From an optimization exercise on the open Yosys and OpenROAD flow, aimed at small area and a short achievable clock period; shortcuts taken in it are not production practice. Function was checked by simulation only, so behaviour that the tests miss may differ from the original. No activity file was given, so power comes from the tool's default toggle rates.

`design/flow/flow/run.sh`:
```
#!/bin/bash
# Standard synthesis and layout with two changes: the port buffers are the
# small sky130_fd_sc_hd__buf_1 instead of the delay buffer buffer_ports picks
# by default, and the timing repair steps aim for extra setup slack (the
# margin in flow/margin.txt) so that they size and buffer the critical paths.
set -euo pipefail
MARGIN=$(cat flow/margin.txt)
bash standard.sh finish SETUP_SLACK_MARGIN=$MARGIN \
    "BUFFER_PORTS_ARGS=-buffer_cell sky130_fd_sc_hd__buf_1" > standard.log 2>&1
```
`design/flow/flow/margin.txt`:
```
18.7
```
`design/flow/standard.sh`:
```
#!/bin/bash
# synth_recipe.tcl (not shown) runs the flow's synth.tcl, then flattens the netlist and writes it again
# the make line also repeats each setting of config.mk as NAME=value (left out here)
make -C /OpenROAD-flow-scripts/flow DESIGN_CONFIG=/design/flow/config.mk WORK_HOME=/design/flow/orfs CLKGATE_MAP_FILE= SYNTH_SCRIPT=/design/flow/synth_recipe.tcl "${@:-finish}"
```
`design/flow/config.mk`:
```
export PLATFORM = sky130hd
export DESIGN_NAME = FPU_Addition
export DESIGN_NICKNAME = FPU_Addition
export VERILOG_FILES = /design/flow/design.v
export SDC_FILE = /design/flow/constraint.sdc
export NUM_CORES = 4
export LEC_CHECK = 0
export CAP_MARGIN = 20
export CORE_MARGIN = 2
export CORE_UTILIZATION = 40
export SLEW_MARGIN = 20
```
`design/flow/constraint.sdc`:
```
create_clock -name core_clock -period 30.0 [get_ports {clk}]
set_input_delay 6.0000 -clock core_clock [delete_from_list [all_inputs] [get_ports {clk}]]
set_output_delay 6.0000 -clock core_clock [all_outputs]
set_load 0.01 [all_outputs]
```
`design/flow/design.v`:
```
module fpa_add #(parameter W = 25, parameter L = 5)
                (input [W-1:0] a,
                 input [W-1:0] b,
                 input cin,
                 output [W-1:0] s,
                 output cout);
    wire [W-1:0] g [0:L];
    wire [W-1:0] p [0:L];
    wire [W-1:0] p0 = a ^ b;
    assign g[0] = (a & b) | {{(W-1){1'b0}}, p0[0] & cin};
    assign p[0] = p0;
    genvar l, i;
    generate
        for (l = 0; l < L; l = l + 1) begin : lv
            for (i = 0; i < W; i = i + 1) begin : bt
                if ((i >> l) & 1) begin : cmb
                    localparam J = ((i >> l) << l) - 1;
                    assign g[l+1][i] = g[l][i] | (p[l][i] & g[l][J]);
                    assign p[l+1][i] = p[l][i] & p[l][J];
                end else begin : pas
                    assign g[l+1][i] = g[l][i];
                    assign p[l+1][i] = p[l][i];
                end
            end
        end
    endgenerate
    assign s = p0 ^ {g[L][W-2:0], cin};
    assign cout = g[L][W-1];
endmodule
module FPU_Addition #(parameter BITS=32)
                        (input [BITS-1:0]A,
                         input [BITS-1:0]B,
                         input clk,
                         output [BITS-1:0] result);
    wire [7:0] eA = A[30:23];
    wire [7:0] eB = B[30:23];
    wire [7:0] dAB, dBA;
    wire       cAB, cBA;
    fpa_add #(8, 3) u_dab (.a(eA), .b(~eB), .cin(1'b1), .s(dAB), .cout(cAB));
    fpa_add #(8, 3) u_dba (.a(eB), .b(~eA), .cin(1'b1), .s(dBA), .cout(cBA));
    wire comp = cAB;                              
    wire [7:0] d = comp ? dAB : dBA;
    wire [23:0] mL = comp ? {1'b1, A[22:0]} : {1'b1, B[22:0]};
    wire [23:0] mS = comp ? {1'b1, B[22:0]} : {1'b1, A[22:0]};
    wire [7:0]  eL = comp ? eA : eB;
    wire        sL = comp ? A[31] : B[31];
    wire        sub = A[31] ^ B[31];
    wire [23:0] s0 = d[0] ? {1'b0,  mS[23:1]} : mS;
    wire [23:0] s1 = d[1] ? {2'b0,  s0[23:2]} : s0;
    wire [23:0] s2 = d[2] ? {4'b0,  s1[23:4]} : s1;
    wire [23:0] s3 = d[3] ? {8'b0,  s2[23:8]} : s2;
    wire [23:0] s4 = d[4] ? {16'b0, s3[23:16]} : s3;
    wire [23:0] mSa = (|d[7:5]) ? 24'd0 : s4;
    wire [24:0] T;
    wire        tc;
    fpa_add #(25, 5) u_add (.a({1'b0, mL}), .b({1'b0, mSa} ^ {25{sub}}), .cin(sub),
                         .s(T), .cout(tc));
    reg [24:0] T_r;
    reg [7:0]  eL_r;
    reg        sL_r;
    always @(posedge clk) begin
        T_r  <= T;
        eL_r <= eL;
        sL_r <= sL;
    end
    wire        z4 = ~|T_r[24:9];
    wire [24:0] n4 = z4 ? {T_r[8:0], 16'd0} : T_r;
    wire        z3 = ~|n4[24:17];
    wire [24:0] n3 = z3 ? {n4[16:0], 8'd0} : n4;
    wire        z2 = ~|n3[24:21];
    wire [24:0] n2 = z2 ? {n3[20:0], 4'd0} : n3;
    wire        z1 = ~|n2[24:23];
    wire [24:0] n1 = z1 ? {n2[22:0], 2'd0} : n2;
    wire        z0 = ~n1[24];
    wire [23:0] n0 = z0 ? n1[22:0] : n1[23:1];
    wire        tz = z4 & ~|T_r[8:0];
    wire [4:0]  lz = {z4, z3, z2 & ~tz, z1 & ~tz, z0};
    wire [6:0]  lo = {2'b0, eL_r[4:0]} + 7'd1 - {2'b0, lz};
    wire [2:0]  hi = lo[6] ? eL_r[7:5] - 3'd1 : eL_r[7:5] + {2'd0, lo[5]};
    wire [7:0]  expo = {hi, lo[4:0]};
    assign result = {sL_r, expo, n0[22:0]};
endmodule
```
==> results.sh, run 1 <==
export IMPL_htreeDepth=2
export IMPL_final_layout_size_suffix_gt1_share_pct=21.8
export IMPL_post_route_worst_setup_slack_ps=18840
export IMPL_route_vias_total=5789
export IMPL_final_common_cell="buf_1"
export IMPL_seq_area_frac_synth_pct=11.7
export IMPL_synthToLayoutAreaGrowth_pct=24.4
export IMPL_grt_util_all_layers_pct=20.9
export IMPL_rsz0062_at_grt="yes"
export IMPL_status="timing/DRC/antenna clean"
export IMPL_worst_path_max_delay_cell="or4_4"
export IMPL_final_cell_mix="94 x buf_1, 62 x mux2i_1, 56 x a21oi_1, 52 x nand2_1, 49 x nor2_1"
export IMPL_grt_pass1_wl_mm=27.2
export IMPL_use_met1_pct=27.2
export IMPL_die_w_um=125
export IMPL_tightestPinTransition_ps=566
export IMPL_routed_wl_mm=17.6
export IMPL_dp_hpwl_mm=13.1
export IMPL_setup_tns_ps=0
export IMPL_gp_congestion=0.976
export IMPL_crit_family="compound AO/OA/AOI/OAI gates"
export IMPL_clockBufferDepth=2
export IMPL_max_cap_violations=0
export IMPL_p_leak_nw=3.10
export IMPL_ys_ff_latch=34
export IMPL_finalMaxSlewViolations=0
export IMPL_pre_cts_slack_ps=17390
export IMPL_crit_fanout=18
export IMPL_synth_area_per_cell_um2=8.46
export IMPL_grt_busiest_layer="met2"
export IMPL_drt_iter0_markers=460
export IMPL_post_route_period_util_pct=37.2
export IMPL_clk_pin_slew_ps=50
export IMPL_cp_buffers_inverters=5
export IMPL_gr_usage_met3_pct=2.06
export IMPL_syn_inst=690
export IMPL_worstSetupPathType="in2reg"
export IMPL_required_ps=30160
export IMPL_fmax_ghz=0.0896
export IMPL_numPortBuffers=96
export IMPL_ys_flop_type="dfxtp_1"
export IMPL_layout_nets=929
export IMPL_power_total_uw=610
export IMPL_synth_area_um2=5840
export IMPL_grt_pass1_vias=5521
export IMPL_peakVddDrop_v=0.0000348
export IMPL_start_util_pct=40.6
export IMPL_grt_use_met2_pct=36.2
export IMPL_setup_viol=0
export IMPL_cellPowerDensity_nw_per_um2=84.0
export IMPL_synth_edf_count=0
export IMPL_cts_inserted_buffers=5
export IMPL_first_pass_iters=6
export IMPL_n_antenna_cell=0
export IMPL_hold_path_class="in2reg"
export IMPL_yosys_warnings=3
export IMPL_cts_sinks=34
export IMPL_grt_remaining_overflow=0
export IMPL_cp_depth=24
export IMPL_dieArea_um2=15600
export IMPL_crit_start="B[30]"
export IMPL_drt_wirelength_per_cell_um=17.7
export IMPL_viasPerCell=5.84
export IMPL_ant_nets=0
export IMPL_max_stage_delay_ps=450
export IMPL_worstHoldEndpoint="eL_r[7]$_DFF_P_"
export IMPL_synth_cell_types=70
export IMPL_core_um2=14400
export IMPL_critPathCaptureType="flop"
export IMPL_route_detailed_drc=0
export IMPL_antenna_found_initial=0
export IMPL_grt_max_degree=37
export IMPL_num_rows=44
export IMPL_cts_tree="yes"
export IMPL_path_cells="buf_1 > inv_1 > ha_1 > a21oi_1 > o21ai_0 > o21ai_4 > buf_12 > mux2i_4 > buf_12 > buf_16 > mux2i_1 > o22ai_1 > a21oi_1 > a21oi_2 > mux2i_1 > fa_2 > a21o_1 > a21o_1 > a31o_2 > a221oi_4 > o31ai_4 > or4_4 > a31oi_4 > mux2_2"
export IMPL_root_buffer="clkbuf_16"
export IMPL_hold_start="B[30]"
export IMPL_hold_path_depth=2
export IMPL_arrival_ps=11320
export IMPL_ios=97
export IMPL_hold_violations=0
export IMPL_ys_async_sr_fraction_pct=0
export IMPL_die_y_um=125
export IMPL_relSlewSlack_pct=62.3
export IMPL_critPathLaunchType="input pin"
export IMPL_period_minus_slack_ps=11160
==> where the power goes <==
| group | internal, mW | switching (mW) |
|---|---|---|
| Sequential | 0.0648 | 0.0340 |
| Clock | 0.0328 | 0.0164 |
| Combinational | 0.203 | 0.258 |
==> cell type report <==
| cell class | count | area (um2) |
|---|---|---|
| flip-flops and latches | 34 | 682 |
| multi-input cells | 572 | 5150 |
| repair buffers | 147 | 868 |
| inverters | 46 | 180 |
| clock inverters | 1 | 5.00 |
| fillers | 1378 | 7110 |
| clock buffers | 7 | 143 |
| well taps | 184 | 230 |
==> cells in the mapped netlist, types with 5 or more instances <==
cell | instances | share of area (%)
a21o_1 | 15 | 1.9
o2bb2ai_1 | 5 | 0.75
mux4_2 | 24 | 9.3
clkbuf_1 | 14 | 0.90
buf_1 | 5 | 0.32
o21a_1 | 5 | 0.64
xnor2_1 | 41 | 6.2
buf_2 | 16 | 1.4
o22ai_1 | 8 | 0.86
nand3_1 | 13 | 1.1
nor2_1 | 51 | 3.3
and3_1 | 6 | 0.64
a21oi_1 | 58 | 5.0
nand2_1 | 53 | 3.4
xor2_1 | 9 | 1.4
nor3_1 | 16 | 1.4
ha_1 | 44 | 9.4
a31oi_1 | 6 | 0.64
dfxtp_1 | 34 | 12
a221oi_1 | 6 | 0.90
nor2b_1 | 6 | 0.64
mux2_2 | 32 | 6.2
fa_1 | 14 | 4.8
inv_1 | 43 | 2.8
o21ai_0 | 19 | 1.6
mux2i_1 | 71 | 12
==> worst max-delay path by stage <==
| stage | endpoint | slack, ps |
|---|---|---|
| CTS | T_r[24]$_DFF_P_ | 18700 |
| detailed placement | T_r[24]$_DFF_P_ | 17390 |
| global placement | T_r[24]$_DFF_P_ | 17530 |
| finish | T_r[24]$_DFF_P_ | 18840 |
| global route | T_r[24]$_DFF_P_ | 18640 |
| floorplan | T_r[24]$_DFF_P_ | 18730 |
==> cells by family after synthesis <==
family,after synthesis,share of synthesized area (%)
compound gates,159,18.1
xor+xnor,50,7.50
fa+ha+maj,58,14.2
buf+inv,85,6.13
flops,34,11.7
mux,128,27.8
simple gates,176,14.6
==> timing repair <==
item                                    in CTS  in global routing
hold buffers                                 0                  0
endpoints found under the hold margin        0                  0
resized for setup                           22                 48
gates cloned                                 2                  1
endpoints found under the setup margin      14                  4
pin swaps                                    8                 15
setup buffers                               12                 28
==> through the flow <==
| stage | util (%) | cell area, um2 | cells | hold slack [ps] |
|---|---|---|---|---|
| floorplan | - | 5840 | 690 | 6110 |
| global placement | 44.1 | 6330 | 939 | 6260 |
| detailed placement | 44.3 | 6360 | 940 | 6270 |
| CTS | 47.4 | 6810 | 962 | 5990 |
| global route | 50.5 | 7260 | 991 | 5990 |
| finish | 50.5 | 7260 | 991 | 6000 |
==> sequential cells by signal, indices dropped and copies added, names as in the netlist <==
register and cells:
T_r 25, eL_r 8, sL_r 1
==> routing by layer <==
metal  routed length [um]  vias to the layer above
li1                     -                     2769
met1                 7630                     2728
met2                 8380                      246
met3                 1010                       46
met4                  537                        0
met5                    0                        -
==> inputs of run 2 (changes only) <==
==> design/flow/flow/margin.txt (replaced) <==
0
==> results.sh, run 2 <==
export IMPL_drt_wirelength_per_cell_um=17.2
export IMPL_peakVddDrop_v=0.0000315
export IMPL_seq_area_frac_synth_pct=11.7
export IMPL_rsz0062_at_grt="no"
export IMPL_crit_family="compound AO/OA/AOI/OAI gates"
export IMPL_switching_power_uw=283
export IMPL_stdcell_area_um2=6480
export IMPL_gp_congestion=0.913
export IMPL_synth_area_um2=5840
export IMPL_yosysMostFrequentCell="mux2i_1"
export IMPL_ys_flop_type="dfxtp_1"
export IMPL_hold_path_class="in2reg"
export IMPL_first_pass_iters=5
export IMPL_cts_hold_buffers=0
export IMPL_start_util_pct=40.6
export IMPL_power_frac_comb_pct=73.4
export IMPL_sw_frac_of_total_pct=51.7
export IMPL_core_um2=14400
export IMPL_drt_iter0_markers=410
export IMPL_cts_sinks=34
export IMPL_synth_top_cells_by_area="mux2i_1 12%, dfxtp_1 12%, ha_1 9.4%"
export IMPL_tightestPinTransition_ps=896
export IMPL_arrival_ps=12700
export IMPL_cts_tree="yes"
export IMPL_ios=97
export IMPL_max_cap_violations=0
export IMPL_clk_pin_slew_ps=50
export IMPL_cellPowerDensity_nw_per_um2=84.6
export IMPL_relSlewSlack_pct=40.3
export IMPL_ant_nets=0
export IMPL_placed_area_um2=6330
export IMPL_viasPerCell=5.71
export IMPL_route_detailed_drc=0
export IMPL_yosys_warnings=3
export IMPL_grt_pass1_vias=5250
export IMPL_synth_area_leader_cell="mux2i_1"
export IMPL_status="timing/DRC/antenna clean"
export IMPL_synth_edf_count=0
export IMPL_grt_remaining_overflow=0
export IMPL_post_route_period_util_pct=41.8
export IMPL_hold_violations=0
export IMPL_setup_viol=0
export IMPL_synth_cell_types=70
export IMPL_grt_util_all_layers_pct=20.6
export IMPL_regMostFlops="T_r"
export IMPL_internal_power_uw=265
export IMPL_syn_inst=690
export IMPL_grt_pass1_wl_mm=26.8
export IMPL_fin_hold_ws_ps=6000
export IMPL_clockBufferDepth=2
export IMPL_required_ps=30150
export IMPL_path_cells="buf_1 > inv_1 > ha_1 > nor2b_1 > o31a_1 > o21ai_4 > buf_4 > mux2i_4 > buf_4 > o22ai_1 > mux2i_1 > nand2_1 > a21oi_1 > mux2i_1 > fa_1 > a21o_1 > a21o_1 > a31o_2 > a221oi_1 > o31ai_1 > or4_1 > a31oi_1 > mux2_2"
export IMPL_cts_inserted_buffers=5
export IMPL_root_buffer="clkbuf_16"
export IMPL_largest_reg_flops=25
export IMPL_ys_top_cells_by_count="71 x mux2i_1, 58 x a21oi_1, 53 x nand2_1, 51 x nor2_1, 44 x ha_1"
export IMPL_synth_area_per_cell_um2=8.46
export IMPL_dp_hpwl_mm=13.3
export IMPL_pre_cts_slack_ps=17210
export IMPL_synthToLayoutAreaGrowth_pct=11.0
export IMPL_htreeDepth=2
export IMPL_critPathLaunchType="input pin"
export IMPL_ys_ff_latch=34
export IMPL_post_cts_resized=0
export IMPL_antenna_found_initial=0
export IMPL_route_vias_total=5411
export IMPL_p_seq_share_pct=17.6
export IMPL_final_cell_mix="96 x buf_1, 70 x mux2i_1, 58 x a21oi_1, 53 x nand2_1, 51 x nor2_1"
export IMPL_finalMaxSlewViolations=0
export IMPL_period_minus_slack_ps=12550
export IMPL_setup_tns_ps=0
export IMPL_p_leak_nw=2.77
export IMPL_final_common_cell="buf_1"
export IMPL_final_layout_size_suffix_gt1_share_pct=12.2
export IMPL_routed_wl_mm=16.3
export IMPL_critPathCaptureType="flop"
export IMPL_crit_fanout=66
export IMPL_layout_nets=885
export IMPL_grt_max_degree=67
export IMPL_max_stage_delay_ps=680
export IMPL_post_route_worst_setup_slack_ps=17450
export IMPL_ys_async_sr_fraction_pct=0
export IMPL_n_antenna_cell=0
export IMPL_die_y_um=125
export IMPL_numPortBuffers=96
export IMPL_netlist_area_leader_share_pct=12.2
export IMPL_clockPowerShare_pct=8.9
export IMPL_worst_path_max_delay_cell="buf_4"
export IMPL_num_rows=44
export IMPL_postCtsSetupRepairBufs=0
export IMPL_worstSetupPathType="in2reg"
export IMPL_cp_buffers_inverters=4
export IMPL_fmax_ghz=0.0797
export IMPL_reg_largest_list="T_r x25, eL_r x8, sL_r x1"
export IMPL_die_w_um=125
export IMPL_dieArea_um2=15600
[run 2: cell counts after synthesis]
Identical to the previous run, type by type.
[run 2: layout make-up]
| cell class | instances | area [um2] |
|---|---|---|
| fill | 1453 | 7890 |
| multi-input combinational | 571 | 4830 |
| sequential | 34 | 681 |
| timing repair buffer | 104 | 420 |
| tap | 184 | 230 |
| inverter | 46 | 173 |
| clock buffer | 7 | 143 |
| clock inverter | 1 | 5.00 |
[run 2: power groups by stage]
| stage | logic, mW | registers [mW] | clock network, mW |
|---|---|---|---|
| after floorplan | 0.309 | 0.0817 | 0 |
| after global placement | 0.395 | 0.0968 | 0 |
| after detailed placement | 0.401 | 0.0972 | 0 |
| after CTS | 0.403 | 0.0961 | 0.0507 |
| after global routing | 0.446 | 0.0990 | 0.0526 |
| final | 0.402 | 0.0967 | 0.0491 |
[run 2: stage by stage]
stage,instances,utilization [%],total power [mW]
2_1_floorplan,690,-,0.391
3_3_place_gp,939,44.1,0.492
3_5_place_dp,939,44.1,0.498
4_1_cts,947,45.1,0.550
5_1_grt,947,45.1,0.598
6_report,947,45.1,0.548
[run 2: cells by family (layout without fill, tap and decap cells)]
group / count (synthesis) / in the layout / synth area share [%]
compound gates: 159 / 159 / 18.1
xor+xnor: 50 / 50 / 7.50
fa+ha+maj: 58 / 58 / 14.2
buf+inv: 85 / 158 / 6.13
flops: 34 / 34 / 11.7
mux: 128 / 128 / 27.8
simple gates: 176 / 176 / 14.6
[run 2: worst paths after layout]
check / from / to / slack, ps / depth (start not counted)
hold / removal: B[30] / eL_r[7]$_DFF_P_ / 6000 / 2
setup / recovery: A[25] / T_r[24]$_DFF_P_ / 17450 / 23
[run 2: layer usage]
layer  GRT usage, %  up-vias  part of all wire (%)  wire length, um
met5              0        -                     0                0
met4           7.58        0                   2.1              345
met3           1.55       25                   4.5              739
met2           35.1      195                    49             7960
met1           27.3     2528                    45             7290
li1               -     2663                     -                -
==> inputs of run 3 (changes only) <==
--- a/design/flow/design.v
+++ b/design/flow/design.v
@@ -34,12 +34,12 @@
                          output [BITS-1:0] result);
     wire [7:0] eA = A[30:23];
     wire [7:0] eB = B[30:23];
-    wire [7:0] dAB, dBA;
-    wire       cAB, cBA;
-    fpa_add #(8, 3) u_dab (.a(eA), .b(~eB), .cin(1'b1), .s(dAB), .cout(cAB));
-    fpa_add #(8, 3) u_dba (.a(eB), .b(~eA), .cin(1'b1), .s(dBA), .cout(cBA));
-    wire comp = cAB;                              
-    wire [7:0] d = comp ? dAB : dBA;
+    wire [7:0] X;
+    wire       comp;                              
+    fpa_add #(8, 3) u_dab (.a(eA), .b(~eB), .cin(1'b1), .s(X), .cout(comp));
+    wire [4:0] Xn = ~X[4:0] + 5'd1;
+    wire [4:0] d = comp ? X[4:0] : Xn;
+    wire       big = comp ? |X[7:5] : ~(&X[7:5] & |X[4:0]);
     wire [23:0] mL = comp ? {1'b1, A[22:0]} : {1'b1, B[22:0]};
     wire [23:0] mS = comp ? {1'b1, B[22:0]} : {1'b1, A[22:0]};
     wire [7:0]  eL = comp ? eA : eB;
@@ -50,7 +50,7 @@
     wire [23:0] s2 = d[2] ? {4'b0,  s1[23:4]} : s1;
     wire [23:0] s3 = d[3] ? {8'b0,  s2[23:8]} : s2;
     wire [23:0] s4 = d[4] ? {16'b0, s3[23:16]} : s3;
-    wire [23:0] mSa = (|d[7:5]) ? 24'd0 : s4;
+    wire [23:0] mSa = big ? 24'd0 : s4;
     wire [24:0] T;
     wire        tc;
     fpa_add #(25, 5) u_add (.a({1'b0, mL}), .b({1'b0, mSa} ^ {25{sub}}), .cin(sub),
==> design/flow/flow/margin.txt (replaced) <==
18
--- a/design/flow/config.mk
+++ b/design/flow/config.mk
@@ -9,3 +9,4 @@
 export CORE_MARGIN = 2
 export CORE_UTILIZATION = 40
 export SLEW_MARGIN = 20
+export SYNTH_HIERARCHICAL = 1
==> results.sh, run 3 <==
export IMPL_utilization_pct=45.3
export IMPL_p_seq_share_pct=18.9
export IMPL_grt_util_all_layers_pct=20.0
export IMPL_cp_depth=21
export IMPL_cp_buffers_inverters=3
export IMPL_num_rows=44
export IMPL_synth_area_per_cell_um2=8.42
export IMPL_reg_largest_list="T_r x25, eL_r x8, sL_r x1"
export IMPL_post_route_period_util_pct=39.0
export IMPL_worst_path_max_delay_cell="nor4_2"
export IMPL_placedCellCount=960
export IMPL_path_cells="nor4_2 > nand2_1 > a21oi_2 > inv_2 > o221ai_4 > nor2_8 > o31a_1 > ha_1 > inv_1 > ha_1 > fa_1 > a21oi_1 > nor2_1 > nor2_1 > xnor2_1 > nand2_1 > ha_1 > fa_1 > xnor2_1 > xnor2_1 > buf_1"
export IMPL_cts_inserted_buffers=5
export IMPL_gp_congestion=0.968
export IMPL_max_stage_delay_ps=580
export IMPL_route_vias_total=5477
export IMPL_critPathCaptureType="primary output"
export IMPL_ant_nets=0
export IMPL_peakVddDrop_v=0.0000271
export IMPL_first_pass_iters=5
export IMPL_setup_viol=0
export IMPL_final_layout_size_suffix_gt1_share_pct=15.2
export IMPL_routed_wl_mm=15.9
export IMPL_period_minus_slack_ps=11690
export IMPL_grt_pass1_vias=5195
export IMPL_grt_max_degree=67
export IMPL_cts_tree="yes"
export IMPL_ios=97
export IMPL_final_common_cell="buf_1"
export IMPL_final_cells=967
export IMPL_critPathLaunchType="flop"
export IMPL_die_y_um=126
export IMPL_worstSetupPathType="reg2out"
export IMPL_arrival_ps=5690
export IMPL_grt_pass1_wl_mm=26.2
export IMPL_dieArea_um2=15900
export IMPL_antenna_found_initial=0
export IMPL_internal_power_uw=260
export IMPL_layout_nets=901
export IMPL_cellPowerDensity_nw_per_um2=82.4
export IMPL_yosys_warnings=9
export IMPL_status="timing/DRC/antenna clean"
export IMPL_die_w_um=126
export IMPL_clk_pin_slew_ps=50
export IMPL_tightestPinTransition_ps=1020
export IMPL_drt_iter0_markers=376
export IMPL_viasPerCell=5.66
export IMPL_finalMaxSlewViolations=0
export IMPL_grt_remaining_overflow=0
export IMPL_route_detailed_drc=0
export IMPL_placed_area_um2=6430
export IMPL_drt_wirelength_per_cell_um=16.4
export IMPL_start_util_pct=41.0
export IMPL_sw_frac_of_total_pct=52.0
export IMPL_regMostFlops="T_r"
export IMPL_dp_hpwl_mm=12.8
export IMPL_postCtsSetupRepairBufs=0
export IMPL_power_frac_comb_pct=72.6
export IMPL_cts_sinks=34
export IMPL_max_cap_violations=0
export IMPL_largest_reg_flops=25
export IMPL_syn_inst=707
export IMPL_crit_family="adder cells"
export IMPL_fmax_ghz=0.0856
export IMPL_hold_violations=0
export IMPL_root_buffer="clkbuf_16"
export IMPL_setup_tns_ps=0
export IMPL_final_cell_mix="96 x buf_1, 64 x nand2_1, 49 x nor2_1, 48 x inv_1, 46 x a21oi_1"
export IMPL_hold_path_class="in2reg"
export IMPL_pre_cts_slack_ps=17930
export IMPL_required_ps=24000
export IMPL_synthToLayoutAreaGrowth_pct=10.6
export IMPL_clockPowerShare_pct=8.5
export IMPL_core_um2=14500
export IMPL_post_route_worst_setup_slack_ps=18310
export IMPL_crit_fanout=16
export IMPL_n_antenna_cell=0
export IMPL_p_leak_nw=2.61
export IMPL_numPortBuffers=96
export IMPL_cp_endpoint="result[30]"
export IMPL_rsz0062_at_grt="yes"
export IMPL_crit_start="T_r[1]$_DFF_P_"
export IMPL_relSlewSlack_pct=32.1
export IMPL_switching_power_uw=282
export IMPL_synth_area_um2=5950
export IMPL_clockBufferDepth=2
export IMPL_htreeDepth=2
export IMPL_stdcell_area_um2=6580
run 3: what timing repair did:
| item | 4_1_cts | 5_1_grt |
|---|---|---|
| hold buffers | 0 | 0 |
| gates resized for setup | 0 | 4 |
| setup endpoints to repair | 0 | 12 |
run 3: area by class of cell:
| cell class | instances | area [um2] |
|---|---|---|
| clock buffer | 5 | 125 |
| clock inverter | 2 | 10.0 |
| fill | 1531 | 7950 |
| inverter | 53 | 203 |
| multi-input combinational | 585 | 4910 |
| sequential | 34 | 681 |
| tap | 184 | 230 |
| timing repair buffer | 104 | 424 |
run 3: worst min path at each step:
stage	startpoint	cells past startpoint	slack (ps)	end
floorplan	A[29]	2	6110	eL_r[6]$_DFF_P_
detailed placement	A[30]	3	6270	eL_r[7]$_DFF_P_
finish	A[23]	3	5990	eL_r[0]$_DFF_P_
CTS	B[30]	3	5980	eL_r[7]$_DFF_P_
global route	A[23]	3	6020	eL_r[0]$_DFF_P_
global placement	B[28]	3	6270	eL_r[5]$_DFF_P_
run 3: per-stage QoR:
| step | power [mW] | hold slack (ps) |
|---|---|---|
| after floorplan | 0.395 | 6110 |
| after global placement | 0.492 | 6270 |
| after detailed placement | 0.494 | 6270 |
| after CTS | 0.543 | 5980 |
| after global routing | 0.592 | 6020 |
| final | 0.542 | 5990 |
run 3: tightest hold or removal path, stage by stage:
cell and delay (ps):
buf_1 90, nand2_1 50, o21ai_0 80
run 3: metal layers:
layer  vias up  share of wire [%]  track usage (%)
met5         -                  0                0
met4         0                2.5             7.82
met3        28                4.1             1.10
met2       168                 45             32.6
met1      2512                 48             27.8
li1       2769                  -                -
run 3: power by group through the flow:
| stage | logic [mW] | clock network (mW) | registers, mW |
|---|---|---|---|
| floorplan | 0.310 | 0 | 0.0851 |
| global placement | 0.389 | 0 | 0.102 |
| detailed placement | 0.391 | 0 | 0.102 |
| CTS | 0.394 | 0.0477 | 0.101 |
| global route | 0.438 | 0.0491 | 0.105 |
| finish | 0.394 | 0.0461 | 0.103 |
==> inputs of run 4 (changes only) <==
--- a/design/flow/config.mk
+++ b/design/flow/config.mk
@@ -9,4 +9,3 @@
 export CORE_MARGIN = 2
 export CORE_UTILIZATION = 40
 export SLEW_MARGIN = 20
-export SYNTH_HIERARCHICAL = 1
==> results.sh, run 4 <==
export IMPL_route_detailed_drc=0
export IMPL_viasPerCell=5.89
export IMPL_dp_hpwl_mm=13.8
export IMPL_synth_edf_count=0
export IMPL_drt_iter0_markers=407
export IMPL_cts_inserted_buffers=5
export IMPL_clockBufferDepth=2
export IMPL_max_cap_violations=0
export IMPL_yosysMostFrequentCell="nand2_1"
export IMPL_synthSimpleGateAreaFrac_pct=20.1
export IMPL_final_cells=1016
export IMPL_fmax_ghz=0.0858
export IMPL_final_common_cell="nand2_1"
export IMPL_grt_pass1_vias=5470
export IMPL_netlist_area_leader_share_pct=11.7
export IMPL_grt_max_degree=41
export IMPL_layout_nets=948
export IMPL_final_cell_mix="122 x nand2_1, 96 x buf_1, 43 x nor2_1, 43 x mux2i_1, 41 x inv_1"
export IMPL_hold_start="A[28]"
export IMPL_cts_sinks=34
export IMPL_cts_tree="yes"
export IMPL_utilization_pct=45.7
export IMPL_ios=97
export IMPL_ys_top_cells_by_count="122 x nand2_1, 45 x nor2_1, 43 x mux2i_1, 41 x a21oi_1, 41 x inv_1"
export IMPL_largest_reg_flops=25
export IMPL_required_ps=24000
export IMPL_ant_nets=0
export IMPL_sw_frac_of_total_pct=52.6
export IMPL_post_route_period_util_pct=38.8
export IMPL_pre_cts_slack_ps=17820
export IMPL_setup_tns_ps=0
export IMPL_peakVddDrop_v=0.0000353
export IMPL_rsz0062_at_grt="yes"
export IMPL_regArea_um2=681
export IMPL_cts_hold_buffers=0
export IMPL_fill_cells=1515
export IMPL_muxShareOfSynthArea_pct=16.5
export IMPL_root_buffer="clkbuf_16"
export IMPL_num_rows=44
export IMPL_switching_power_uw=326
export IMPL_die_w_um=125
export IMPL_start_util_pct=40.4
export IMPL_synth_xor_xnor_area_share_pct=7.54
export IMPL_hold_violations=0
export IMPL_antenna_found_initial=0
export IMPL_synth_top_cells_by_area="dfxtp_1 12%, ha_1 8.6%, mux4_2 8.5%"
export IMPL_setup_viol=0
export IMPL_power_frac_comb_pct=76.7
export IMPL_synth_area_leader_cell="dfxtp_1"
export IMPL_n_antenna_cell=0
export IMPL_clockPowerShare_pct=7.4
export IMPL_numPortBuffers=96
export IMPL_tightestPinTransition_ps=775
export IMPL_route_vias_total=5982
export IMPL_finalMaxSlewViolations=0
export IMPL_arrival_ps=5650
export IMPL_synth_area_per_cell_um2=7.73
export IMPL_seq_area_frac_synth_pct=11.7
export IMPL_critPathCaptureType="primary output"
export IMPL_dieArea_um2=15500
export IMPL_status="timing/DRC/antenna clean"
export IMPL_hold_path_class="in2reg"
export IMPL_grt_remaining_overflow=0
export IMPL_placedCellCount=1003
export IMPL_final_layout_size_suffix_gt1_share_pct=8.41
export IMPL_synthAdderAreaFrac_pct=12.4
export IMPL_grt_util_all_layers_pct=21.6
export IMPL_synth_area_um2=5810
export IMPL_drt_wirelength_per_cell_um=16.8
export IMPL_die_y_um=125
export IMPL_ys_flop_type="dfxtp_1"
export IMPL_grt_pass1_wl_mm=28.1
export IMPL_regMostFlops="T_r"
export IMPL_ys_async_sr_fraction_pct=0
export IMPL_multiInputGateArea_um2=4840
export IMPL_period_minus_slack_ps=11650
export IMPL_htreeDepth=2
export IMPL_power_total_uw=620
export IMPL_crit_start="T_r[17]$_DFF_P_"
export IMPL_relSlewSlack_pct=47.6
export IMPL_routed_wl_mm=17.0
export IMPL_p_seq_share_pct=15.9
export IMPL_reg_largest_list="T_r x25, eL_r x8, sL_r x1"
export IMPL_clk_pin_slew_ps=50
export IMPL_worstSetupPathType="reg2out"
export IMPL_critPathLaunchType="flop"
export IMPL_internal_power_uw=294
export IMPL_syn_inst=752
export IMPL_synth_compound_area_share_pct=25.8
export IMPL_first_pass_iters=7
export IMPL_post_route_worst_setup_slack_ps=18350
export IMPL_crit_fanout=32
export IMPL_yosys_warnings=3
export IMPL_cellPowerDensity_nw_per_um2=94.4
export IMPL_core_um2=14400
export IMPL_synthToLayoutAreaGrowth_pct=13.0
export IMPL_synth_top_family_by_area="compound AO/OA/AOI/OAI gates"
export IMPL_ys_ff_latch=34
export IMPL_p_leak_nw=2.80
export IMPL_gp_congestion=0.898
export IMPL_synth_cell_types=75
run 4: changes by cell type in the layout (fill, tap and decap cells not counted), sizes merged, moves of 5 or more:
cell,change
inv,-10
nand3,-5
a211oi,-7
buf,+11
nand2,+56
a21oi,-7
mux2,-42
a21o,+5
a22oi,+29
nor2,-7
nor3,+6
a21boi,+6
and3,+8
run 4: power by group through the flow:
stage	registers (mW)	clock network (mW)	logic (mW)
after floorplan	0.0810	0	0.362
after global placement	0.0996	0	0.467
after detailed placement	0.0987	0	0.469
after CTS	0.0978	0.0472	0.471
after global routing	0.101	0.0489	0.530
final	0.0982	0.0458	0.475
run 4: cells by family after synthesis:
| group | Yosys count |
|---|---|
| AO/OA/AOI/OAI | 211 |
| XOR/XNOR | 50 |
| flip-flops | 34 |
| multiplexers | 68 |
| adder cells (fa/ha/maj) | 51 |
| buffers and inverters | 84 |
| AND/OR/NAND/NOR | 254 |
run 4: critical path, stage by stage (launching register included):
cell,delay [ps]
dfxtp_1,300
or4_1,770
nor2_1,170
buf_4,250
a311o_1,320
a221oi_1,160
or4_1,460
buf_6,220
a21oi_1,160
ha_1,150
inv_1,40
ha_1,210
fa_1,400
a21oi_1,160
nor2_1,50
nor2_1,110
xnor2_1,140
a21bo_2,240
ha_1,200
fa_1,400
xnor2_1,170
xnor2_1,130
buf_1,160
run 4: metrics by stage:
step / hold slack (ps) / cell area (um2)
detailed placement: 6250 / 6340
global placement: 6250 / 6340
finish: 5980 / 6570
global route: 5990 / 6570
floorplan: 6100 / 5810
CTS: 5970 / 6480
run 4: worst paths after layout:
path | end | depth (start not counted)
setup / recovery | result[30] | 22
hold / removal | eL_r[5]$_DFF_P_ | 3
run 4: what timing repair did:
| action | 4_1_cts | 5_1_grt |
|---|---|---|
| pin swaps | 0 | 2 |
| gates cloned | 0 | 0 |
| endpoints found under the setup margin | 1 | 15 |
| setup buffers | 0 | 6 |
| resized for setup | 1 | 10 |
run 4: routing by layer:
| layer | GRT usage, % | wire, um | vias to the layer above |
|---|---|---|---|
| met5 | 0 | 0 | - |
| met4 | 8.13 | 478 | 0 |
| met3 | 1.29 | 744 | 36 |
| met2 | 34.8 | 7860 | 211 |
| met1 | 30.3 | 7960 | 2783 |
| li1 | - | - | 2952 |
run 4: cell type report:
type / count / share of cell area [%]
clock buffers: 7 / 2.02
inverters: 42 / 2.40
multi-input cells: 634 / 73.7
flip-flops and latches: 34 / 10.4
well taps: 184 / 3.51
repair buffers: 115 / 7.97
==> inputs of run 5 (changes only) <==
--- a/design/flow/config.mk
+++ b/design/flow/config.mk
@@ -7,5 +7,6 @@
 export LEC_CHECK = 0
 export CAP_MARGIN = 20
 export CORE_MARGIN = 2
-export CORE_UTILIZATION = 40
+export CORE_UTILIZATION = 65
+export CTS_BUF_LIST = sky130_fd_sc_hd__clkbuf_8
 export SLEW_MARGIN = 20
==> results.sh, run 5 <==
export IMPL_die_y_um=98.5
export IMPL_required_ps=24000
export IMPL_ios=97
export IMPL_root_buffer="clkbuf_8"
export IMPL_critPathLaunchType="flop"
export IMPL_dieArea_um2=9710
export IMPL_ant_nets=0
export IMPL_viasPerCell=6.78
export IMPL_synth_xor_xnor_area_share_pct=7.54
export IMPL_final_cells=944
export IMPL_placedCellCount=924
export IMPL_cts_sinks=34
export IMPL_die_w_um=98.5
export IMPL_num_rows=34
export IMPL_routed_wl_mm=18.2
export IMPL_grt_remaining_overflow=0
export IMPL_dp_hpwl_mm=14.4
export IMPL_yosysMostFrequentCell="nand2_1"
export IMPL_reg_largest_list="T_r x25, eL_r x8, sL_r x1"
export IMPL_arrival_ps=5740
export IMPL_clockBufferDepth=2
export IMPL_worstSetupPathType="reg2out"
export IMPL_route_vias_total=6403
export IMPL_peakVddDrop_v=0.0000591
export IMPL_period_minus_slack_ps=11740
export IMPL_start_util_pct=66.9
export IMPL_final_cell_mix="121 x nand2_1, 96 x buf_1, 43 x mux2i_1, 42 x inv_1, 42 x nor2_1"
export IMPL_layout_nets=951
export IMPL_fmax_ghz=0.0852
export IMPL_route_detailed_drc=0
export IMPL_max_cap_violations=0
export IMPL_setup_tns_ps=0
export IMPL_ys_ff_latch=34
export IMPL_cts_tree="yes"
export IMPL_synth_top_family_by_area="compound AO/OA/AOI/OAI gates"
export IMPL_grt_max_degree=41
export IMPL_netlist_area_leader_share_pct=11.7
export IMPL_path_common_cell="ha_1"
export IMPL_drt_iter0_markers=625
export IMPL_worst_path_max_delay_cell="or4_4"
export IMPL_grt_pass1_vias=6107
export IMPL_ys_flop_type="dfxtp_1"
export IMPL_cts_hold_buffers=0
export IMPL_critPathCaptureType="primary output"
export IMPL_core_um2=8680
export IMPL_cts_inserted_buffers=5
export IMPL_synth_edf_count=0
export IMPL_htreeDepth=2
export IMPL_gp_congestion=1.05
export IMPL_path_cells="or4_4 > or3_4 > o31ai_4 > buf_4 > a221oi_1 > or4_1 > buf_6 > a21oi_1 > ha_1 > inv_1 > ha_1 > fa_1 > a21oi_1 > nor2_1 > nor2_1 > xnor2_1 > a21bo_2 > ha_1 > fa_1 > xnor2_2 > xnor2_1 > buf_1"
export IMPL_antenna_found_initial=0
export IMPL_hold_path_class="in2reg"
export IMPL_regMostFlops="T_r"
export IMPL_synthAdderAreaFrac_pct=12.4
export IMPL_largest_reg_flops=25
export IMPL_finalMaxSlewViolations=0
export IMPL_synth_top_cells_by_area="dfxtp_1 12%, ha_1 8.6%, mux4_2 8.5%"
export IMPL_ys_top_cells_by_count="122 x nand2_1, 45 x nor2_1, 43 x mux2i_1, 41 x a21oi_1, 41 x inv_1"
export IMPL_status="timing/DRC/antenna clean"
export IMPL_first_pass_iters=5
export IMPL_fill_cells=659
export IMPL_synthToLayoutAreaGrowth_pct=11.9
export IMPL_final_common_cell="nand2_1"
export IMPL_relSlewSlack_pct=31.0
export IMPL_p_leak_nw=2.82
export IMPL_seq_area_frac_synth_pct=11.7
export IMPL_drt_wirelength_per_cell_um=19.3
export IMPL_max_stage_delay_ps=570
export IMPL_synth_cell_types=75
export IMPL_numPortBuffers=96
export IMPL_syn_inst=752
export IMPL_fin_hold_ws_ps=6000
export IMPL_setup_viol=0
export IMPL_rsz0062_at_grt="no"
export IMPL_hold_path_depth=3
export IMPL_cellPowerDensity_nw_per_um2=96.7
export IMPL_synth_compound_area_share_pct=25.8
export IMPL_muxShareOfSynthArea_pct=16.5
export IMPL_hold_violations=0
export IMPL_grt_pass1_wl_mm=29.1
export IMPL_ys_async_sr_fraction_pct=0
export IMPL_final_layout_size_suffix_gt1_share_pct=10.0
export IMPL_post_route_period_util_pct=39.1
export IMPL_synth_area_um2=5810
export IMPL_grt_util_all_layers_pct=36.1
export IMPL_synth_area_leader_cell="dfxtp_1"
export IMPL_n_antenna_cell=0
export IMPL_clk_pin_slew_ps=60
export IMPL_synthSimpleGateAreaFrac_pct=20.1
export IMPL_yosys_warnings=3
export IMPL_synth_area_per_cell_um2=7.73
export IMPL_crit_fanout=32
export IMPL_tightestPinTransition_ps=1040
[run 5: logic make-up (layout without fill, tap and decap cells)]
kind of cell / count (synthesis) / count (layout)
buffers and inverters: 84 / 168
muxes: 68 / 68
and+or+nand+nor: 254 / 254
adders and majority gates: 51 / 51
DFF: 34 / 34
xor gates and xnor gates: 50 / 50
AOI/OAI and AO/OA: 211 / 211
[run 5: power by group]
| group | internal, mW | switching (mW) | leakage (nW) |
|---|---|---|---|
| Sequential | 0.0663 | 0.0331 | 0.287 |
| Combinational | 0.203 | 0.293 | 2.48 |
| Clock | 0.0181 | 0.0152 | 0.0524 |
[run 5: through the flow]
step           utilization, %  total power [mW]  setup WS (ps)  area [um2]
2_1_floorplan               -             0.443          18640        5810
3_3_place_gp             71.7             0.553          18050        6220
3_5_place_dp             71.7             0.570          17800        6220
4_1_cts                  73.0             0.606          18060        6340
5_1_grt                  74.9             0.677          18010        6500
6_report                 74.9             0.629          18260        6500
[run 5: layout make-up]
| cell class | count | area, um2 | area share (%) |
|---|---|---|---|
| Clock buffer | 6 | 82.6 | 1.27 |
| Inverter | 42 | 158 | 2.42 |
| Tap cell | 108 | 135 | 2.08 |
| Multi-Input combinational cell | 634 | 4890 | 75.2 |
| Clock inverter | 2 | 8.76 | 0.135 |
| Sequential cell | 34 | 681 | 10.5 |
| Timing Repair Buffer | 118 | 548 | 8.43 |
[run 5: critical path: cells and delay by family (launching register included)]
kind                     cells  cell delay (ps)
AND/OR/NAND/NOR              5             1600
adder cells (fa/ha/maj)      5             1400
AO/OA/AOI/OAI                5             1020
buffers and inverters        4              610
XOR/XNOR                     3              450
flip-flops                   1              360
[run 5: metal layers]
| layer | part of all wire (%) | GRT usage, % | wire [um] |
|---|---|---|---|
| met1 | 38 | 44.1 | 6840 |
| met2 | 49 | 64.4 | 8890 |
| met3 | 9.3 | 3.33 | 1690 |
| met4 | 4.4 | 16.3 | 805 |
| met5 | 0 | 0 | 0 |
[run 5: what timing repair did]
item,4_1_cts,5_1_grt
setup buffers,1,11
endpoints found under the setup margin,2,15
endpoints found under the hold margin,0,0
pin swaps,1,6
gates resized for setup,4,24
[run 5: path summary, 6_finish.rpt]
path | start | to
hold / removal | B[28] | eL_r[5]$_DFF_P_
setup / recovery | T_r[12]$_DFF_P_ | result[30]
==> inputs of run 6 (changes only) <==
--- a/design/flow/config.mk
+++ b/design/flow/config.mk
@@ -7,6 +7,8 @@
 export LEC_CHECK = 0
 export CAP_MARGIN = 20
 export CORE_MARGIN = 2
-export CORE_UTILIZATION = 65
+export CORE_UTILIZATION = 40
 export CTS_BUF_LIST = sky130_fd_sc_hd__clkbuf_8
+export CTS_CLUSTER_DIAMETER = 200
+export CTS_CLUSTER_SIZE = 40
 export SLEW_MARGIN = 20
==> results.sh, run 6 <==
export IMPL_status="timing/DRC/antenna clean"
export IMPL_antenna_found_initial=0
export IMPL_clockBufferDepth=2
export IMPL_crit_fanout=32
export IMPL_setup_tns_ps=0
export IMPL_power_frac_comb_pct=78.9
export IMPL_setup_viol=0
export IMPL_top_layer="met4"
export IMPL_synth_edf_count=0
export IMPL_arrival_ps=5650
export IMPL_drt_wirelength_per_cell_um=16.9
export IMPL_cellPowerDensity_nw_per_um2=92.9
export IMPL_power_total_uw=604
export IMPL_hold_path_class="in2reg"
export IMPL_worstSetupPathType="reg2out"
export IMPL_num_rows=44
export IMPL_routed_wl_mm=17.1
export IMPL_start_util_pct=40.4
export IMPL_relSlewSlack_pct=48.3
export IMPL_yosysMostFrequentCell="nand2_1"
export IMPL_worst_path_max_delay_cell="or4_4"
export IMPL_routed_wl_met3_um=963
export IMPL_post_route_period_util_pct=38.8
export IMPL_grt_remaining_overflow=0
export IMPL_syn_inst=752
export IMPL_path_cells="or4_4 > or3_1 > o31ai_4 > a221oi_1 > or4_1 > buf_6 > a21oi_1 > ha_1 > inv_1 > ha_1 > fa_1 > a21oi_1 > nor2_1 > nor2_1 > xnor2_1 > a21bo_2 > ha_1 > fa_1 > xnor2_1 > xnor2_1 > buf_1"
export IMPL_gp_congestion=0.898
export IMPL_ys_async_sr_fraction_pct=0
export IMPL_sw_frac_of_total_pct=53.8
export IMPL_first_pass_iters=8
export IMPL_htreeDepth=2
export IMPL_ios=97
export IMPL_regMostFlops="T_r"
export IMPL_cts_hold_buffers=0
export IMPL_numPortBuffers=96
export IMPL_fmax_ghz=0.0859
export IMPL_dieArea_um2=15500
export IMPL_final_common_cell="nand2_1"
export IMPL_crit_family="simple AND/OR/NAND/NOR gates"
export IMPL_viasPerCell=5.91
export IMPL_max_cap_violations=0
export IMPL_seq_area_frac_synth_pct=11.7
export IMPL_final_layout_size_suffix_gt1_share_pct=8.43
export IMPL_netlist_area_leader_share_pct=11.7
export IMPL_critPathCaptureType="primary output"
export IMPL_rsz0062_at_grt="no"
export IMPL_final_cell_mix="122 x nand2_1, 96 x buf_1, 43 x inv_1, 43 x nor2_1, 43 x mux2i_1"
export IMPL_cts_tree="yes"
export IMPL_tightestPinTransition_ps=765
export IMPL_p_seq_share_pct=16.4
export IMPL_critPathLaunchType="flop"
export IMPL_synthToLayoutAreaGrowth_pct=11.9
export IMPL_dp_hpwl_mm=13.8
export IMPL_wl_met1_mm=7.85
export IMPL_p_leak_nw=2.77
export IMPL_die_y_um=125
export IMPL_largest_reg_flops=25
export IMPL_n_antenna_cell=0
export IMPL_ant_nets=0
export IMPL_cts_inserted_buffers=5
export IMPL_cp_buffers_inverters=3
export IMPL_ys_flop_type="dfxtp_1"
export IMPL_synth_area_um2=5810
export IMPL_grt_max_degree=41
export IMPL_grt_pass1_vias=5462
export IMPL_synth_area_leader_cell="dfxtp_1"
export IMPL_clockPowerShare_pct=4.8
export IMPL_reg_largest_list="T_r x25, eL_r x8, sL_r x1"
export IMPL_grt_util_all_layers_pct=21.5
export IMPL_synth_cell_types=75
export IMPL_drt_iter0_markers=440
export IMPL_hold_violations=0
export IMPL_period_minus_slack_ps=11650
export IMPL_switching_power_uw=325
export IMPL_route_met2_wl_mm=7.86
export IMPL_die_w_um=125
export IMPL_ys_ff_latch=34
export IMPL_cts_sinks=34
export IMPL_clk_pin_slew_ps=60
export IMPL_ys_top_cells_by_count="122 x nand2_1, 45 x nor2_1, 43 x mux2i_1, 41 x a21oi_1, 41 x inv_1"
export IMPL_required_ps=24000
export IMPL_max_stage_delay_ps=590
export IMPL_synth_area_per_cell_um2=7.73
export IMPL_synth_top_cells_by_area="dfxtp_1 12%, ha_1 8.6%, mux4_2 8.5%"
export IMPL_peakVddDrop_v=0.0000352
export IMPL_route_detailed_drc=0
export IMPL_internal_power_uw=279
export IMPL_layout_nets=946
export IMPL_finalMaxSlewViolations=0
export IMPL_route_vias_total=5995
export IMPL_yosys_warnings=3
export IMPL_core_um2=14400
export IMPL_grt_pass1_wl_mm=28.0
export IMPL_root_buffer="clkbuf_8"
[run 6: cell counts after synthesis]
Identical to the previous run, type by type.
[run 6: layer usage]
metal / GRT usage (%) / vias to the layer above
li1: - / 2952
met1: 30.3 / 2768
met2: 34.7 / 241
met3: 1.16 / 34
met4: 8.13 / 0
met5: 0 / -
[run 6: path summary, 6_finish.rpt]
path | start | endpoint | cells past startpoint
setup / recovery | T_r[11]$_DFF_P_ | result[30] | 21
hold / removal | A[28] | eL_r[5]$_DFF_P_ | 3
[run 6: area by class of cell]
class | instances | area (um2)
Clock buffer | 5 | 68.8
Clock inverter | 2 | 7.51
Fill cell | 1522 | 7870
Inverter | 42 | 158
Multi-Input combinational cell | 634 | 4850
Sequential cell | 34 | 681
Tap cell | 184 | 230
Timing Repair Buffer | 113 | 508
[run 6: timing repair]
action / 4_1_cts / 5_1_grt
buffers inserted: 0 / 4
gates resized for setup: 2 / 11
setup endpoints to repair: 1 / 15
pin swaps: 0 / 2
endpoints found under the hold margin: 0 / 0
[run 6: worst min-delay path, delay by kind of cell]
| family | cells | cell delay (ps) |
|---|---|---|
| compound gates | 1 | 60 |
| buf+inv | 1 | 100 |
| simple gates | 1 | 50 |
[run 6: cell families (layout without fill, tap and decap cells)]
kind of cell,after synthesis,count (layout),share of synthesized area (%)
compound gates,211,211,25.8
xor+xnor,50,50,7.54
fa+ha+maj,51,51,12.4
buf+inv,84,162,5.90
flops,34,34,11.7
simple gates,254,254,20.1
mux,68,68,16.5
[run 6: through the flow]
| step | setup slack, ps | instances | area (um2) | utilization [%] | hold WS (ps) |
|---|---|---|---|---|---|
| 2_1_floorplan | 18640 | 752 | 5810 | - | 6100 |
| 3_3_place_gp | 17880 | 1003 | 6340 | 44.1 | 6250 |
| 3_5_place_dp | 17820 | 1003 | 6340 | 44.1 | 6250 |
| 4_1_cts | 18090 | 1010 | 6420 | 44.7 | 5960 |
| 5_1_grt | 17980 | 1014 | 6500 | 45.2 | 5980 |
| 6_report | 18350 | 1014 | 6500 | 45.2 | 5970 |
[run 6: power groups by stage]
stage | registers (mW) | clock network, mW | logic, mW
final | 0.0988 | 0.0288 | 0.476
after global placement | 0.0996 | 0 | 0.467
after detailed placement | 0.0987 | 0 | 0.469
after CTS | 0.0977 | 0.0305 | 0.471
after floorplan | 0.0810 | 0 | 0.362
after global routing | 0.101 | 0.0320 | 0.530
==> inputs of run 7 (changes only) <==
==> design/flow/flow/margin.txt (replaced) <==
17.6
==> results.sh, run 7 <==
export IMPL_setup_tns_ps=0
export IMPL_reg_largest_list="T_r x25, eL_r x8, sL_r x1"
export IMPL_required_ps=30200
export IMPL_yosys_warnings=3
export IMPL_first_pass_iters=6
export IMPL_drt_iter0_markers=415
export IMPL_crit_fanout=8
export IMPL_gp_congestion=0.898
export IMPL_finalMaxSlewViolations=0
export IMPL_ys_top_cells_by_count="122 x nand2_1, 45 x nor2_1, 43 x mux2i_1, 41 x a21oi_1, 41 x inv_1"
export IMPL_ios=97
export IMPL_synth_cell_types=75
export IMPL_synth_area_um2=5810
export IMPL_dp_hpwl_mm=13.8
export IMPL_placed_area_um2=6340
export IMPL_tightestPinTransition_ps=948
export IMPL_grt_pass1_vias=5459
export IMPL_post_route_worst_setup_slack_ps=18090
export IMPL_final_layout_size_suffix_gt1_share_pct=7.37
export IMPL_cellPowerDensity_nw_per_um2=92.9
export IMPL_clockBufferDepth=2
export IMPL_p_leak_nw=2.75
export IMPL_peakVddDrop_v=0.0000352
export IMPL_start_util_pct=40.4
export IMPL_critPathCaptureType="flop"
export IMPL_n_antenna_cell=0
export IMPL_ys_flop_type="dfxtp_1"
export IMPL_grt_util_all_layers_pct=21.5
export IMPL_stdcell_area_um2=6440
export IMPL_route_detailed_drc=0
export IMPL_synth_top_cells_by_area="dfxtp_1 12%, ha_1 8.6%, mux4_2 8.5%"
export IMPL_status="timing/DRC/antenna clean"
export IMPL_ys_ff_latch=34
export IMPL_ant_nets=0
export IMPL_htreeDepth=2
export IMPL_routed_wl_mm=17.0
export IMPL_pre_cts_slack_ps=17820
export IMPL_rsz0062_at_grt="no"
export IMPL_yosysMostFrequentCell="nand2_1"
export IMPL_grt_pass1_wl_mm=27.9
export IMPL_numPortBuffers=96
export IMPL_root_buffer="clkbuf_8"
export IMPL_syn_inst=752
export IMPL_seq_area_frac_synth_pct=11.7
export IMPL_final_common_cell="nand2_1"
export IMPL_max_cap_violations=0
export IMPL_worstSetupPathType="in2reg"
export IMPL_synthToLayoutAreaGrowth_pct=10.9
export IMPL_viasPerCell=5.91
export IMPL_die_w_um=125
export IMPL_netlist_area_leader_share_pct=11.7
export IMPL_ys_async_sr_fraction_pct=0
export IMPL_period_minus_slack_ps=11910
export IMPL_cts_inserted_buffers=5
export IMPL_hold_path_class="in2reg"
export IMPL_hold_violations=0
export IMPL_die_y_um=125
export IMPL_fill_cells=1521
export IMPL_regMostFlops="T_r"
export IMPL_num_rows=44
export IMPL_arrival_ps=12110
export IMPL_fmax_ghz=0.0840
export IMPL_layout_nets=944
export IMPL_largest_reg_flops=25
export IMPL_critPathLaunchType="input pin"
export IMPL_route_vias_total=5979
export IMPL_cts_sinks=34
export IMPL_dieArea_um2=15500
export IMPL_final_cell_mix="122 x nand2_1, 96 x buf_1, 44 x nor2_1, 43 x inv_1, 43 x mux2i_1"
export IMPL_relSlewSlack_pct=35.2
export IMPL_synth_area_per_cell_um2=7.73
export IMPL_cts_hold_buffers=0
export IMPL_core_um2=14400
export IMPL_clk_pin_slew_ps=60
export IMPL_grt_remaining_overflow=0
export IMPL_synth_edf_count=0
export IMPL_antenna_found_initial=0
export IMPL_drt_wirelength_per_cell_um=16.8
export IMPL_cts_tree="yes"
export IMPL_post_route_period_util_pct=39.7
export IMPL_synth_area_leader_cell="dfxtp_1"
export IMPL_grt_max_degree=41
export IMPL_setup_viol=0
## run 7: metrics by stage
step / utilization (%) / cells / hold WS [ps] / total power [mW]
after global routing: 44.9 / 1012 / 5980 / 0.658
after CTS: 44.6 / 1010 / 5960 / 0.599
after global placement: 44.1 / 1003 / 6250 / 0.567
after floorplan: - / 752 / 6100 / 0.443
final: 44.9 / 1012 / 5970 / 0.599
after detailed placement: 44.1 / 1003 / 6250 / 0.568
## run 7: final timing paths
path / start / to / slack (ps) / depth (start not counted)
setup / recovery: A[23] / T_r[21]$_DFF_P_ / 18090 / 27
hold / removal: A[28] / eL_r[5]$_DFF_P_ / 5970 / 3
## run 7: metal layers
| metal | wire length [um] | track usage [%] | vias up | part of all wire [%] |
|---|---|---|---|---|
| met5 | 0 | 0 | - | 0 |
| met4 | 440 | 8.13 | 0 | 2.6 |
| met3 | 878 | 1.16 | 32 | 5.2 |
| met2 | 7810 | 34.7 | 209 | 46 |
| met1 | 7900 | 30.2 | 2791 | 46 |
| li1 | - | - | 2947 | - |
## run 7: cell families (layout without fill, tap and decap cells)
family                     after synthesis  after routing  synth area share, %
adders and majority gates               51             51                 12.4
AOI/OAI and AO/OA                      211            211                 25.8
muxes                                   68             68                 16.5
xor gates and xnor gates                50             50                 7.54
buffers and inverters                   84            160                 5.90
DFF                                     34             34                 11.7
and+or+nand+nor                        254            254                 20.1
## run 7: what timing repair did
item                       in CTS  in global routing
gates resized for setup         0                  2
setup endpoints to repair       0                  4
setup buffers                   0                  2
## run 7: critical path: stages
cell	delay [ps]
buf_1	70
inv_1	60
ha_2	160
inv_1	40
fa_1	390
a21o_1	190
a21o_1	180
fa_1	480
inv_1	70
ha_1	190
or3_1	360
o41ai_1	320
o32a_1	240
nand2_1	200
nor2_1	390
a222oi_1	250
mux2i_1	170
fa_1	420
a21o_1	170
a21o_1	200
a21oi_1	180
o21ai_0	250
o21ai_0	420
a21boi_0	230
o21a_1	230
nor2_1	110
xnor2_1	120
## run 7: where the power goes
part           internal [mW]  switching, mW  leakage [nW]
clock                 0.0152         0.0135        0.0466
sequential            0.0663         0.0317         0.287
combinational          0.195          0.277          2.42
total                  0.276          0.323          2.75
## run 7: cell type report
class	instances	area, um2	share of cell area (%)
Sequential cell	34	681	10.6
Clock inverter	2	7.51	0.116
Clock buffer	5	68.8	1.07
Inverter	42	158	2.45
Tap cell	184	230	3.57
Multi-Input combinational cell	634	4820	74.8
Timing Repair Buffer	111	477	7.40
==> inputs of run 8 (changes only) <==
==> design/flow/flow/margin.txt (replaced) <==
18
--- a/design/flow/config.mk
+++ b/design/flow/config.mk
@@ -5,10 +5,10 @@
 export SDC_FILE = /design/flow/constraint.sdc
 export NUM_CORES = 4
 export LEC_CHECK = 0
-export CAP_MARGIN = 20
+export CAP_MARGIN = 0
 export CORE_MARGIN = 2
 export CORE_UTILIZATION = 40
 export CTS_BUF_LIST = sky130_fd_sc_hd__clkbuf_8
 export CTS_CLUSTER_DIAMETER = 200
 export CTS_CLUSTER_SIZE = 40
-export SLEW_MARGIN = 20
+export SLEW_MARGIN = 0
==> results.sh, run 8 <==
export IMPL_reg_largest_list="T_r x25, eL_r x8, sL_r x1"
export IMPL_setup_viol=0
export IMPL_period_minus_slack_ps=11640
export IMPL_ys_ff_latch=34
export IMPL_regMostFlops="T_r"
export IMPL_critPathCaptureType="primary output"
export IMPL_cts_inserted_buffers=5
export IMPL_cts_hold_buffers=0
export IMPL_hold_violations=0
export IMPL_seq_area_frac_synth_pct=11.7
export IMPL_path_cells="or4_4 > or3_1 > o31ai_4 > a221oi_1 > or4_1 > buf_6 > a21oi_1 > ha_1 > inv_1 > ha_1 > fa_1 > a21oi_1 > nor2_1 > nor2_1 > xnor2_1 > a21bo_2 > ha_1 > fa_1 > xnor2_1 > xnor2_1 > buf_1"
export IMPL_ys_flop_type="dfxtp_1"
export IMPL_cp_buffers_inverters=3
export IMPL_root_buffer="clkbuf_8"
export IMPL_final_layout_size_suffix_gt1_share_pct=8.55
export IMPL_synth_cell_types=75
export IMPL_core_um2=14400
export IMPL_tightestPinTransition_ps=795
export IMPL_viasPerCell=5.87
export IMPL_syn_inst=752
export IMPL_route_vias_total=5948
export IMPL_p_leak_nw=2.77
export IMPL_start_util_pct=40.4
export IMPL_synth_area_per_cell_um2=7.73
export IMPL_crit_fanout=32
export IMPL_clockBufferDepth=2
export IMPL_layout_nets=946
export IMPL_grt_util_all_layers_pct=21.5
export IMPL_gp_congestion=0.898
export IMPL_worstSetupPathType="reg2out"
export IMPL_required_ps=24000
export IMPL_dp_hpwl_mm=13.8
export IMPL_synth_area_um2=5810
export IMPL_dieArea_um2=15500
export IMPL_ys_top_cells_by_count="122 x nand2_1, 45 x nor2_1, 43 x mux2i_1, 41 x a21oi_1, 41 x inv_1"
export IMPL_n_antenna_cell=0
export IMPL_status="timing/DRC/antenna clean"
export IMPL_peakVddDrop_v=0.0000353
export IMPL_crit_family="simple AND/OR/NAND/NOR gates"
export IMPL_largest_reg_flops=25
export IMPL_synth_area_leader_cell="dfxtp_1"
export IMPL_critPathLaunchType="flop"
export IMPL_rsz0062_at_grt="no"
export IMPL_die_w_um=125
export IMPL_synth_top_cells_by_area="dfxtp_1 12%, ha_1 8.6%, mux4_2 8.5%"
export IMPL_die_y_um=125
export IMPL_synthToLayoutAreaGrowth_pct=12.0
export IMPL_synth_edf_count=0
export IMPL_grt_max_degree=41
export IMPL_drt_iter0_markers=412
export IMPL_netlist_area_leader_share_pct=11.7
export IMPL_cellPowerDensity_nw_per_um2=92.9
export IMPL_cts_sinks=34
export IMPL_drt_wirelength_per_cell_um=16.9
export IMPL_antenna_found_initial=0
export IMPL_ios=97
export IMPL_arrival_ps=5640
export IMPL_setup_tns_ps=0
export IMPL_max_cap_violations=0
export IMPL_route_detailed_drc=0
export IMPL_first_pass_iters=5
export IMPL_max_stage_delay_ps=590
export IMPL_hold_path_class="in2reg"
export IMPL_cts_tree="yes"
export IMPL_worst_path_max_delay_cell="or4_4"
export IMPL_yosysMostFrequentCell="nand2_1"
export IMPL_post_route_period_util_pct=38.8
export IMPL_grt_pass1_vias=5462
export IMPL_final_common_cell="nand2_1"
export IMPL_routed_wl_mm=17.1
export IMPL_ys_async_sr_fraction_pct=0
export IMPL_final_cell_mix="122 x nand2_1, 96 x buf_1, 43 x inv_1, 43 x nor2_1, 43 x mux2i_1"
export IMPL_clk_pin_slew_ps=60
export IMPL_fmax_ghz=0.0859
export IMPL_grt_pass1_wl_mm=28.0
export IMPL_grt_remaining_overflow=0
export IMPL_num_rows=44
export IMPL_ant_nets=0
export IMPL_htreeDepth=2
export IMPL_numPortBuffers=96
export IMPL_finalMaxSlewViolations=0
export IMPL_relSlewSlack_pct=46.3
export IMPL_utilization_pct=45.3
export IMPL_yosys_warnings=3
-- run 8: cell count changes in the layout (fill, tap and decap cells not counted), sizes merged --
| cell | previous run | this run |
|---|---|---|
| buf | 111 | 113 |
-- run 8: final cells by class --
class	instances	area (um2)
multi-input cells	634	4860
clock inverters	2	7.51
flip-flops and latches	34	681
inverters	42	158
repair buffers	113	508
clock buffers	5	68.8
well taps	184	230
fillers	1518	7860
-- run 8: per-stage QoR --
step | power [mW] | hold WS [ps] | cell area [um2] | instances | worst slack (ps)
3_5_place_dp | 0.568 | 6250 | 6340 | 1003 | 17820
5_1_grt | 0.663 | 5980 | 6510 | 1014 | 17980
4_1_cts | 0.599 | 5960 | 6420 | 1010 | 18090
2_1_floorplan | 0.443 | 6100 | 5810 | 752 | 18640
6_report | 0.605 | 5970 | 6510 | 1014 | 18360
3_3_place_gp | 0.567 | 6250 | 6340 | 1003 | 17880
-- run 8: where the power goes --
group / switching (mW) / internal [mW] / leakage [nW]
clock network: 0.0135 / 0.0152 / 0.0466
logic: 0.280 / 0.198 / 2.44
registers: 0.0325 / 0.0663 / 0.287
total: 0.326 / 0.279 / 2.77
-- run 8: path summary, 6_finish.rpt --
check / from / depth (start not counted) / end / slack (ps)
worst max-delay path: T_r[11]$_DFF_P_ / 21 / result[30] / 18360
worst min-delay path: A[28] / 3 / eL_r[5]$_DFF_P_ / 5970
-- run 8: repair_timing --
item,4_1_cts,5_1_grt
pin swaps,0,2
cloned,0,0
gates resized for setup,2,14
setup endpoints to repair,1,16
setup buffers,0,4
endpoints found under the hold margin,0,0
-- run 8: logic make-up after synthesis --
kind of cell	Yosys count	synth area share, %
AO/OA/AOI/OAI	211	25.8
adder cells (fa/ha/maj)	51	12.4
flip-flops	34	11.7
multiplexers	68	16.5
AND/OR/NAND/NOR	254	20.1
XOR/XNOR	50	7.54
buffers and inverters	84	5.90
-- run 8: routing by layer --
| layer | vias to the layer above | global-route usage, % | share of wire, % |
|---|---|---|---|
| met1 | 2759 | 30.3 | 47 |
| met5 | - | 0 | 0 |
| met2 | 212 | 34.7 | 46 |
| li1 | 2952 | - | - |
| met3 | 25 | 1.16 | 4.6 |
| met4 | 0 | 8.13 | 2.1 |

## re-timing with driven ports
The flow's constraints put no driver on any port. The routed layouts listed below were extracted and timed again, unchanged, in two steps.
Step 1: set_driving_cell puts a clkbuf_16 on clk and a buf_2 on each other input, an assumption about the parent block.
Step 2 adds t to the input delays and takes it off the output delays; t is the mean of the earliest and latest rising clock arrival at the registers after step 1. Input paths then give back, and output paths get back, about the clock's delay inside the block.
a / b / c = ideal ports / drivers / drivers and shift; a / b = the first two.
run	t (ns)	slack for setup (ns)	hold slack, ns	worst data-port slew with drivers (ns)	cell pins on the clock port's net
run 1	0.303	18.837 / 18.850 / 18.546	6.000 / 5.988 / 6.291	0.04	1
run 2	0.302	17.453 / 17.460 / 17.158	6.002 / 5.989 / 6.291	0.03	1
run 3	0.305	18.312 / 18.278 / 18.138	5.990 / 5.978 / 6.283	0.03	1
run 4	0.301	18.350 / 18.318 / 18.070	5.979 / 5.969 / 6.270	0.04	1
run 5	0.302	18.257 / 18.232 / 17.991	5.999 / 5.996 / 6.299	0.04	1
run 6	0.301	18.354 / 18.326 / 18.087	5.971 / 5.966 / 6.267	0.04	1
run 7	0.301	18.090 / 18.073 / 17.796	5.971 / 5.966 / 6.267	0.04	1
run 8	0.301	18.356 / 18.328 / 18.093	5.973 / 5.967 / 6.268	0.04	1
After both steps every run listed still meets setup and hold. The setup slack of run 2, which loses most, moves by +0.007 ns with the drivers and by -0.295 ns with both steps.
